Source: an optimization exercise on an open RTL-to-GDS flow (aim: small area, a short achievable clock period and few clock cycles). Production flows keep margins and buffers that such runs may drop. Function was checked by simulation only, so behaviour that the tests miss may differ from the original. Power and IR drop assume default switching activity.

== build 58 ==
==> flow/design.v (excerpt) <==
module adder(
    input clk,
    input reset,
    input [31:0] a,
    input [31:0] b,
    input available,
    input [4:0] exception_f,
    output [31:0] sum,
    output done
    );
==> flow/config.mk <==
export PLATFORM = sky130hd
export DESIGN_NAME = adder
export DESIGN_NICKNAME = adder
export VERILOG_FILES = /design/flow/design.v
export SDC_FILE = /design/flow/constraint.sdc
export NUM_CORES = 4
export LEC_CHECK = 0
export CAP_MARGIN = 20
export CORE_MARGIN = 2
export CORE_UTILIZATION = 40
export CTS_BUF_LIST = sky130_fd_sc_hd__clkbuf_4 sky130_fd_sc_hd__clkbuf_8
export SLEW_MARGIN = 20
==> flow/constraint.sdc <==
create_clock -name core_clock -period 4.0 [get_ports {clk}]
set_input_delay 0.8000 -clock core_clock [delete_from_list [all_inputs] [get_ports {clk}]]
set_output_delay 0.8000 -clock core_clock [all_outputs]
set_load 0.01 [all_outputs]
standard.sh (not shown) runs the stock make flow with config.mk's settings and CLKGATE_MAP_FILE= SYNTH_SCRIPT=/design/flow/synth_recipe.tcl, a recipe that flattens the netlist after the stock synthesis.
==> flow/flow/run.sh <==
#!/bin/bash
# Standard layout with two changes:
#  - the I/O port buffers are a plain buffer cell instead of the delay cell
#    the resizer picks by default;
#  - synthesis is standard.sh's, except that ABC maps the logic with
#    flow/abc.script (registers are untouched by ABC).
set -e
export BUFFER_PORTS_ARGS="-buffer_cell sky130_fd_sc_hd__buf_1"
export FLOW_ABC_SCRIPT=$PWD/flow/abc.script
sed "s#SYNTH_SCRIPT=[^ ]*#SYNTH_SCRIPT=$PWD/flow/synth_wrap.tcl#" standard.sh > own_synth.sh
bash own_synth.sh synth > synth.log 2>&1
bash standard.sh > standard.log 2>&1
==> flow/flow/abc.script <==
strash
dch -f
map -a
topo
stime -c
buffer -c
upsize -c
dnsize -c
==> flow/flow/synth_wrap.tcl <==
# synth_recipe.tcl with one change: ABC maps with the script named by
# FLOW_ABC_SCRIPT (flow/abc.script) instead of the flow default.
proc synth {args} { yosys synth -nofsm -noshare {*}$args }
# run ABC with the script named by FLOW_ABC_SCRIPT instead of the flow's own
proc abc {args} {
  set i [lsearch -exact $args -script]
  if {$i >= 0 && [info exists ::env(FLOW_ABC_SCRIPT)]} {
    set args [lreplace $args [expr {$i + 1}] [expr {$i + 1}] $::env(FLOW_ABC_SCRIPT)]
  }
  yosys abc {*}$args
}
source $::env(SCRIPTS_DIR)/synth.tcl
# left out here: clear keep_hierarchy, flatten, clean up, hide names made inside functions, write 1_2_yosys.v
Build 58 did not stop at any stage, and its layout met the timing, DRC and antenna checks.
Testbench counts of build 58, summed over its fixed seeds: cycles 6,392.
### build 58 -> build 11
Settings: a change of CORE_UTILIZATION from 40 to 65.
==> flow/flow/run.sh <==
#!/bin/bash
# Standard layout, with the I/O port buffers made from a plain buffer cell
# instead of the delay cell the resizer picks by default.
export BUFFER_PORTS_ARGS="-buffer_cell sky130_fd_sc_hd__buf_1"
bash standard.sh > standard.log 2>&1
removed: flow/flow/abc.script
removed: flow/flow/synth_wrap.tcl
Notes after the runs:
- In build 11, the non-clock buffer count came out 9.5% below the value in build 58.
- Finished, but not clean: build 11, with setup timing.
- Clock period minus final worst setup slack ends up lower on build 58.
- Build 11 against build 58; upper clock frequency limit is down by a few percent.
- Going from build 58 to build 11, relative area change from synthesis to final layout shrinks by 6.5 points.
- Critical path arrival delta for build 11 relative to build 58: 0.17 ns higher
Inputs modified between build 11 and build 16:
Settings: changing CORE_UTILIZATION from 65 to 40.
[summary]
Build 11: all stages done; final checks FAILED (setup timing).
Build 16 reached the final stage; the timing, DRC and antenna checks on its layout passed.
Diff build 11..build 16 | count of inverters not on the clock network in the layout | unchanged
Summary: with build 11 as the reference, number of nets in the layout in build 16 moved down slightly.
Compared with build 11, build 16 shows final critical-path share of the clock period lower by 4.2 points.
Of the two values seen for startpoint of the worst setup timing path, ma_r[10] was produced by build 11 and sh_r[10] by build 16.
From build 11 to build 16 the numbers moved as follows: final area was more or less identical; fraction of area in multi-input gates flat; slew at the pin with the worst max-slew slack decreased by 0.34 ns relative to the old numbers; met2 routing resource usage after global routing now smaller; post-layout worst setup margin went up by 0.17 ns.
Comparing build 16 with build 11, the clock-pin slew on the worst setup and hold paths came out essentially unchanged.
Against build 11, core area in build 16 rose by more than half.
Changes in build 12 relative to build 16:
Settings: CTS_BUF_LIST no longer set, was sky130_fd_sc_hd__clkbuf_4 sky130_fd_sc_hd__clkbuf_8.
Delta (build 12 minus build 16): number of global-route vias before repair barely changed, sequential share of cell area barely changed. Reported for build 12 and build 16, count of antenna diodes in the layout turned out identical to the last digit. Maximum clock rate: build 12 vs build 16 down about 0.7%. Build 12 vs build 16 — critical path depth rose 1. The final layout from build 12, which completed every stage, passed the timing, DRC and antenna checks at the end of the flow. In the tables for build 12 and build 16, via count reads higher with build 12. Diff build 16..build 12 | die outline width | unchanged. On wire length of the first global-routing pass, build 12 and build 16 are neck and neck. Clock transition at the registers of the reported paths, build 12 and build 16: higher on build 16. Re power consumption: build 12 and build 16 aren't equal, and the higher value belongs to build 12.
For build 51, these inputs were changed with respect to build 12:
Settings: setting SETUP_SLACK_MARGIN to 0.3 for the first time.
Notes after the runs:
Share of total power in the clock network: build 51 and build 12 compared, higher one is build 12. The time the final worst path needs with I/O delays and setup of build 51 was superior to that of build 12. Compared with build 12, build 51 shows post-layout instance area that has gone up by more than 10%. In build 51 relative to build 12, maximum frequency had gone up by a few percent. Taking build 12 as the reference, in build 51 post-route clock period utilization now sits lower, mean routed wirelength per cell climbed about 8%.
### build 51 -> build 56
Settings: removing SETUP_SLACK_MARGIN (formerly 0.3); setting CTS_BUF_LIST to sky130_fd_sc_hd__clkbuf_4 sky130_fd_sc_hd__clkbuf_8 for the first time.
==> flow/flow/run.sh <==
#!/bin/bash
# Standard layout with two changes:
#  - the I/O port buffers are a plain buffer cell instead of the delay cell
#    the resizer picks by default;
#  - synthesis is standard.sh's, except that ABC maps the logic with
#    flow/abc.script (registers are untouched by ABC).
set -e
export BUFFER_PORTS_ARGS="-buffer_cell sky130_fd_sc_hd__buf_1"
export FLOW_ABC_SCRIPT=$PWD/flow/abc.script
sed "s#SYNTH_SCRIPT=[^ ]*#SYNTH_SCRIPT=$PWD/flow/synth_wrap.tcl#" standard.sh > own_synth.sh
bash own_synth.sh synth > synth.log 2>&1
bash standard.sh > standard.log 2>&1
==> flow/flow/abc.script (new file) <==
strash
dch
amap
topo
stime -c
buffer -c
upsize -c
dnsize -c
==> flow/flow/synth_wrap.tcl (new file) <==
# synth_recipe.tcl with one change: ABC maps with the script named by
# FLOW_ABC_SCRIPT (flow/abc.script) instead of the flow default.
proc synth {args} { yosys synth -nofsm -noshare {*}$args }
# run ABC with the script named by FLOW_ABC_SCRIPT instead of the flow's own
proc abc {args} {
  set i [lsearch -exact $args -script]
  if {$i >= 0 && [info exists ::env(FLOW_ABC_SCRIPT)]} {
    set args [lreplace $args [expr {$i + 1}] [expr {$i + 1}] $::env(FLOW_ABC_SCRIPT)]
  }
  yosys abc {*}$args
}
source $::env(SCRIPTS_DIR)/synth.tcl
# left out here: clear keep_hierarchy, flatten, clean up, hide names made inside functions, write 1_2_yosys.v
Findings:
Between build 51 and build 56, the flow reports final instance area decreasing by more than 10%. Measured against each other, build 51 and build 56 differ in share of total power in the clock network, the lower figure coming from build 56. Count of instances resized after the clock tree is built sits higher in build 56 than in build 51. Transition at the pin with the smallest max-transition slack, build 51 and build 56, lower one = build 56. Cmp build 51 and build 56 / overall power of the completed layout / lower: build 56.

## static timing again, ports no longer ideal
How much do the figures lean on ideal ports? The routed layouts below were timed once more, with nothing changed but the port constraints.
Step 1 assumes that a clkbuf_16 drives the clock port and a buf_2 every other input.
Step 2, shift: input delay + t, output delay - t, t = (earliest + latest rising clock arrival at the registers) / 2. This alone moves slack from input paths to output paths.
Slacks: no drivers / after step 1 / after step 2; pairs: no drivers / after step 1.
| run | t (ns) | setup WS [ns] | latest minus earliest clock arrival (ns) | worst data-port slew with drivers (ns) |
|---|---|---|---|---|
| build 58 | 0.319 | 0.173 / 0.144 / -0.074 | 0.008 / 0.009 | 0.06 |
| build 11 | 0.320 | -0.001 / -0.034 / -0.047 | 0.018 / 0.018 | 0.06 |
| build 16 | 0.328 | 0.169 / 0.135 / 0.031 | 0.016 / 0.015 | 0.06 |
| build 12 | 0.316 | 0.142 / 0.106 / 0.016 | 0.007 / 0.007 | 0.06 |
| build 51 | 0.316 | 0.295 / 0.259 / 0.151 | 0.007 / 0.007 | 0.06 |
| build 56 | 0.328 | 0.045 / 0.014 / -0.051 | 0.007 / 0.006 | 0.06 |
With both steps, setup timing fails in build 58 and build 56, where it was met with ideal ports. For build 58, which loses most, drivers alone change the setup slack by -0.029 ns; drivers and shift together by -0.247 ns.
